This design comes from an exercise in tuning for small area on the open sky130 flow, not from production work. In this exercise RTL edits were held to simulation tests only and were not proved equivalent to the original. The flow treats the clock pin as an ideal source, which a real chip does not have. Power figures rest on the tool's default switching activity, not on a simulated workload.

==> tundra <==
## systolic_array
module systolic_array # (parameter N = 8) (clk, reset, inA, inB, out);
export LEC_CHECK = 0
export CAP_MARGIN = 20
export CORE_MARGIN = 2
export CORE_UTILIZATION = 60
export SLEW_MARGIN = 20
export SYNTH_HIERARCHICAL = 1
export SYNTH_MINIMUM_KEEP_SIZE = 0
create_clock -name core_clock -period 6.0 [get_ports {clk}]
standard.sh (not shown) runs the stock make flow with config.mk's settings and CLKGATE_MAP_FILE= SYNTH_SCRIPT=/design/flow/synth_recipe.tcl, a recipe that flattens the netlist after the stock synthesis.
==> flow/flow/run.sh <==
#!/bin/bash
set -euo pipefail
bash standard.sh \
  "BUFFER_PORTS_ARGS=-buffer_cell sky130_fd_sc_hd__buf_1" \
  "CTS_ARGS=-sink_clustering_enable -repair_clock_nets -dont_use_dummy_load -buf_list {sky130_fd_sc_hd__clkbuf_4 sky130_fd_sc_hd__clkbuf_8}" \
  "POST_CTS_TCL=$PWD/flow/post_cts.tcl" \
  finish > make_finish.log 2>&1
==> flow/flow/post_cts.tcl <==
# Downsize gates on paths with slack to spare, then repair slew and
# capacitance and legalize again.
estimate_parasitics -placement
repair_timing -recover_power 100 -slack_margin 0.2 -verbose
repair_design -cap_margin 20 -slew_margin 20 -verbose
detailed_placement
check_placement -verbose
==> yarrow (differences from tundra) <==
--- a/flow/design.v
+++ b/flow/design.v
@@ -1,20 +1,22 @@
-module Processing_Element (clk, g, gn, inA, inB, outA, outB, out);
+module Processing_Element (clk, reset, enn, inA, inB, outA, outB, out);
 input [7:0] inA, inB;
-input clk, g, gn;
+input clk, reset, enn;
 output reg [7:0] outA, outB;
 output reg [15:0] out;
 always @(posedge clk) begin
   outA <= inA;
   outB <= inB;
 end
+wire [7:0] xgn;                           
 wire [63:0] p;                            
 genvar i, j;
 generate for (i = 0; i < 8; i = i + 1) begin : g_i
+  OR2 u_g (inA[i], enn, xgn[i]);
   for (j = 0; j < 8; j = j + 1) begin : g_j
-    NOR2 u_p (inA[i], inB[j], p[8*i+j]);
+    NOR2 u_p (xgn[i], inB[j], p[8*i+j]);
   end
 end endgenerate
   wire n1, n2;
   HA u_n1 (out[5], p[5], n1, n2);
   wire n3, n4;
   FA u_n3 (out[6], p[6], p[13], n3, n4);
@@ -138,68 +140,88 @@
   FA u_n121 (n90, n91, n120, n121, n122);
   wire n123, n124;
   FA u_n123 (n92, n93, n122, n123, n124);
   wire n125, n126;
   FA u_n125 (n94, n95, n124, n125, n126);
   wire n127, n128;
-  FA u_n127 (n96, n97, n126, n127, n128);
-  wire n129, n130;
-  FA u_n129 (n98, n99, n128, n129, n130);
-  wire n131, n132;
-  FA u_n131 (n100, n101, n130, n131, n132);
-  wire n133, n134;
-  FA u_n133 (n102, n103, n132, n133, n134);
+  HA u_n127 (n96, n97, n127, n128);
+  wire n129;
+  XNOR2 u_n129 (n127, n126, n129);
+  wire n130;
+  AOI21 u_n130 (n127, n126, n128, n130);
+  wire n131;
+  XNOR2 u_n131 (n98, n99, n131);
+  wire n132;
+  NAND2 u_n132 (n98, n99, n132);
+  wire n133;
+  XNOR2 u_n133 (n131, n130, n133);
+  wire n134;
+  OAI21 u_n134 (n131, n130, n132, n134);
   wire n135, n136;
-  HA u_n135 (n104, n105, n135, n136);
+  HA u_n135 (n100, n101, n135, n136);
   wire n137;
   XNOR2 u_n137 (n135, n134, n137);
   wire n138;
   AOI21 u_n138 (n135, n134, n136, n138);
   wire n139;
-  XNOR2 u_n139 (n106, n107, n139);
+  XNOR2 u_n139 (n102, n103, n139);
   wire n140;
-  NAND2 u_n140 (n106, n107, n140);
+  NAND2 u_n140 (n102, n103, n140);
   wire n141;
   XNOR2 u_n141 (n139, n138, n141);
   wire n142;
   OAI21 u_n142 (n139, n138, n140, n142);
   wire n143, n144;
-  HA u_n143 (n108, n109, n143, n144);
+  HA u_n143 (n104, n105, n143, n144);
   wire n145;
   XNOR2 u_n145 (n143, n142, n145);
   wire n146;
   AOI21 u_n146 (n143, n142, n144, n146);
   wire n147;
-  XNOR2 u_n147 (n110, n111, n147);
+  XNOR2 u_n147 (n106, n107, n147);
   wire n148;
-  NAND2 u_n148 (n110, n111, n148);
+  NAND2 u_n148 (n106, n107, n148);
   wire n149;
   XNOR2 u_n149 (n147, n146, n149);
   wire n150;
   OAI21 u_n150 (n147, n146, n148, n150);
-  wire n151;
-  XOR2 u_n151 (out[15], n112, n151);
-  wire n152;
-  XNOR2 u_n152 (n151, n150, n152);
+  wire n151, n152;
+  HA u_n151 (n108, n109, n151, n152);
+  wire n153;
+  XNOR2 u_n153 (n151, n150, n153);
+  wire n154;
+  AOI21 u_n154 (n151, n150, n152, n154);
+  wire n155;
+  XNOR2 u_n155 (n110, n111, n155);
+  wire n156;
+  NAND2 u_n156 (n110, n111, n156);
+  wire n157;
+  XNOR2 u_n157 (n155, n154, n157);
+  wire n158;
+  OAI21 u_n158 (n155, n154, n156, n158);
+  wire n159;
+  XOR2 u_n159 (out[15], n112, n159);
+  wire n160;
+  XNOR2 u_n160 (n159, n158, n160);
 wire [15:0] d;
-  AND2 u_d0 (n113, g, d[0]);
-  AND2 u_d1 (n115, g, d[1]);
-  AND2 u_d2 (n117, g, d[2]);
-  AND2 u_d3 (n119, g, d[3]);
-  AND2 u_d4 (n121, g, d[4]);
-  AND2 u_d5 (n123, g, d[5]);
-  AND2 u_d6 (n125, g, d[6]);
-  AND2 u_d7 (n127, g, d[7]);
-  AND2 u_d8 (n129, g, d[8]);
-  AND2 u_d9 (n131, g, d[9]);
-  AND2 u_d10 (n133, g, d[10]);
-  NOR2 u_d11 (n137, gn, d[11]);
-  NOR2 u_d12 (n141, gn, d[12]);
-  NOR2 u_d13 (n145, gn, d[13]);
-  NOR2 u_d14 (n149, gn, d[14]);
-  NOR2 u_d15 (n152, gn, d[15]);
+  RSTG u_d0 (reset, n113, d[0]);
+  RSTG u_d1 (reset, n115, d[1]);
+  RSTG u_d2 (reset, n117, d[2]);
+  RSTG u_d3 (reset, n119, d[3]);
+  RSTG u_d4 (reset, n121, d[4]);
+  RSTG u_d5 (reset, n123, d[5]);
+  RSTG u_d6 (reset, n125, d[6]);
+  NOR2 u_d7 (n129, reset, d[7]);
+  NOR2 u_d8 (n133, reset, d[8]);
+  NOR2 u_d9 (n137, reset, d[9]);
+  NOR2 u_d10 (n141, reset, d[10]);
+  NOR2 u_d11 (n145, reset, d[11]);
+  NOR2 u_d12 (n149, reset, d[12]);
+  NOR2 u_d13 (n153, reset, d[13]);
+  NOR2 u_d14 (n157, reset, d[14]);
+  NOR2 u_d15 (n160, reset, d[15]);
 always @(posedge clk) out <= d;
 endmodule
 module FA (a, b, c, s, co);
 input a, b, c;
 output s, co;
 assign s = a ^ b ^ c;
@@ -213,12 +235,17 @@
 endmodule
 module NOR2 (a, b, y);
 input a, b;
 output y;
 assign y = ~(a | b);
 endmodule
+module OR2 (a, b, y);
+input a, b;
+output y;
+assign y = a | b;
+endmodule
 module NAND2 (a, b, y);
 input a, b;
 output y;
 assign y = ~(a & b);
 endmodule
 module XOR2 (a, b, y);
@@ -228,16 +255,16 @@
 endmodule
 module XNOR2 (a, b, y);
 input a, b;
 output y;
 assign y = ~(a ^ b);
 endmodule
-module AND2 (a, b, y);
-input a, b;
-output y;
-assign y = a & b;
+module RSTG (r, a, y);
+input r, a;
+output y;
+assign y = ~r & a;
 endmodule
 module AOI21 (a1, a2, b1, y);
 input a1, a2, b1;
 output y;
 assign y = ~((a1 & a2) | b1);
 endmodule
@@ -256,19 +283,18 @@
 assign stageB[0] = ~inB;
 reg [N-1:1] v;
 always @(posedge clk) begin
   if (reset) v <= 0;
   else v <= {v[N-2:1], 1'b1};
 end
-wire [N-1:0] g = {v, 1'b1} & {N{~reset}};
-wire [N-1:0] gn = ~g;
+wire [N-1:0] validn = ~{v, 1'b1};
 genvar i, j;
 generate
   for (i = 0; i < N; i = i + 1) begin : row
     for (j = 0; j < N; j = j + 1) begin : col
-      Processing_Element PE1 (clk, g[(i > j) ? i : j], gn[(i > j) ? i : j],
+      Processing_Element PE1 (clk, reset, validn[(i > j) ? i : j],
         stageA[j][i*8+7:i*8], stageB[i][j*8+7:j*8],
         stageA[j+1][i*8+7:i*8], stageB[i+1][j*8+7:j*8],
         out[16*(N*i+j)+15 : 16*(N*i+j)]);
     end
   end
 endgenerate
==> flow/flow/run.sh (replaced) <==
#!/bin/bash
set -euo pipefail
bash standard.sh \
  "BUFFER_PORTS_ARGS=-buffer_cell sky130_fd_sc_hd__buf_1" \
  RECOVER_POWER=100 \
  "CTS_ARGS=-sink_clustering_enable -repair_clock_nets -dont_use_dummy_load" \
  finish > make_finish.log 2>&1
CORE_UTILIZATION = 50   (was 60)
removed: flow/flow/post_cts.tcl
==> qor summary <==
quantity                                                                tundra                         yarrow
Met2 usage                                                               0.560                          0.442
Power per unit of standard cell area                               292 nW/um^2                    200 nW/um^2
Result of the run                             no timing/DRC/antenna violations     complete, but fails checks
Violated checks                                                              -  capacitance limit, slew limit
Die ar.                                                            254000 um^2                    320000 um^2
P_seq                                                                  14.6 mW                        15.0 mW
Worst vdd rail ir drop                                              0.000382 V                     0.000308 V
Number of antenna violations at the first check in global routing           21                             12
Fin Hold WS                                                           0.325 ns                       0.282 ns
Average cell area after synthesis                                    12.0 um^2                      11.6 um^2
Core occupancy in the finished layout                                    0.683                          0.552
CP Max Fanout                                                                5                             24
Cell Count, Final, Fillers Out                                           18300                          19500
Remaining max-slew budget at the tightest pin                            0.332                          -1.01
Maximum capacitance violations                                               0                              9
Clock-net power                                                        10.5 mW                        12.0 mW
Static Leakage                                                         77.6 nW                        86.4 nW
Area occupied by multi-input gates                                 111000 um^2                    118000 um^2
PnR worst setup slack                                                 0.128 ns                       0.267 ns
Worst Max-Slew Pin Slew                                                1.00 ns                        3.02 ns
Reg power frac                                                           0.295                          0.432
Tap cell instance count                                                   3330                           4160
Logic gate share of total power                                          0.494                          0.223
Cell row count                                                             183                            206
Number of signal-net inverters in the final layout                         129                            136

-- afterwards: timing with drivers on the ports --
In the flow no input, the clock included, has a driving cell. The finished layouts below were timed again as built, in two steps.
Step 1 assumes that a clkbuf_16 drives the clock port and a buf_2 every other input.
Step 2 times the ports against the registers' clock, not the clock port: input delays grow and output delays shrink by t, the midpoint of the rising clock arrivals with the driver on.
Slacks: ideal ports / drivers / drivers and shift; pairs: ideal ports / drivers.
run | t, ns | slack for setup (ns) | worst setup path after step 2 | worst register clock-pin slew, ns
tundra | 1.043 | 0.128 / 0.159 / -0.850 | input to register | 0.07 / 0.07
yarrow | 1.045 | 0.267 / 0.267 / -0.462 | input to register | 0.07 / 0.07
The setup slack of tundra, which loses most, moves by +0.031 ns with the drivers and by -0.978 ns with both steps.
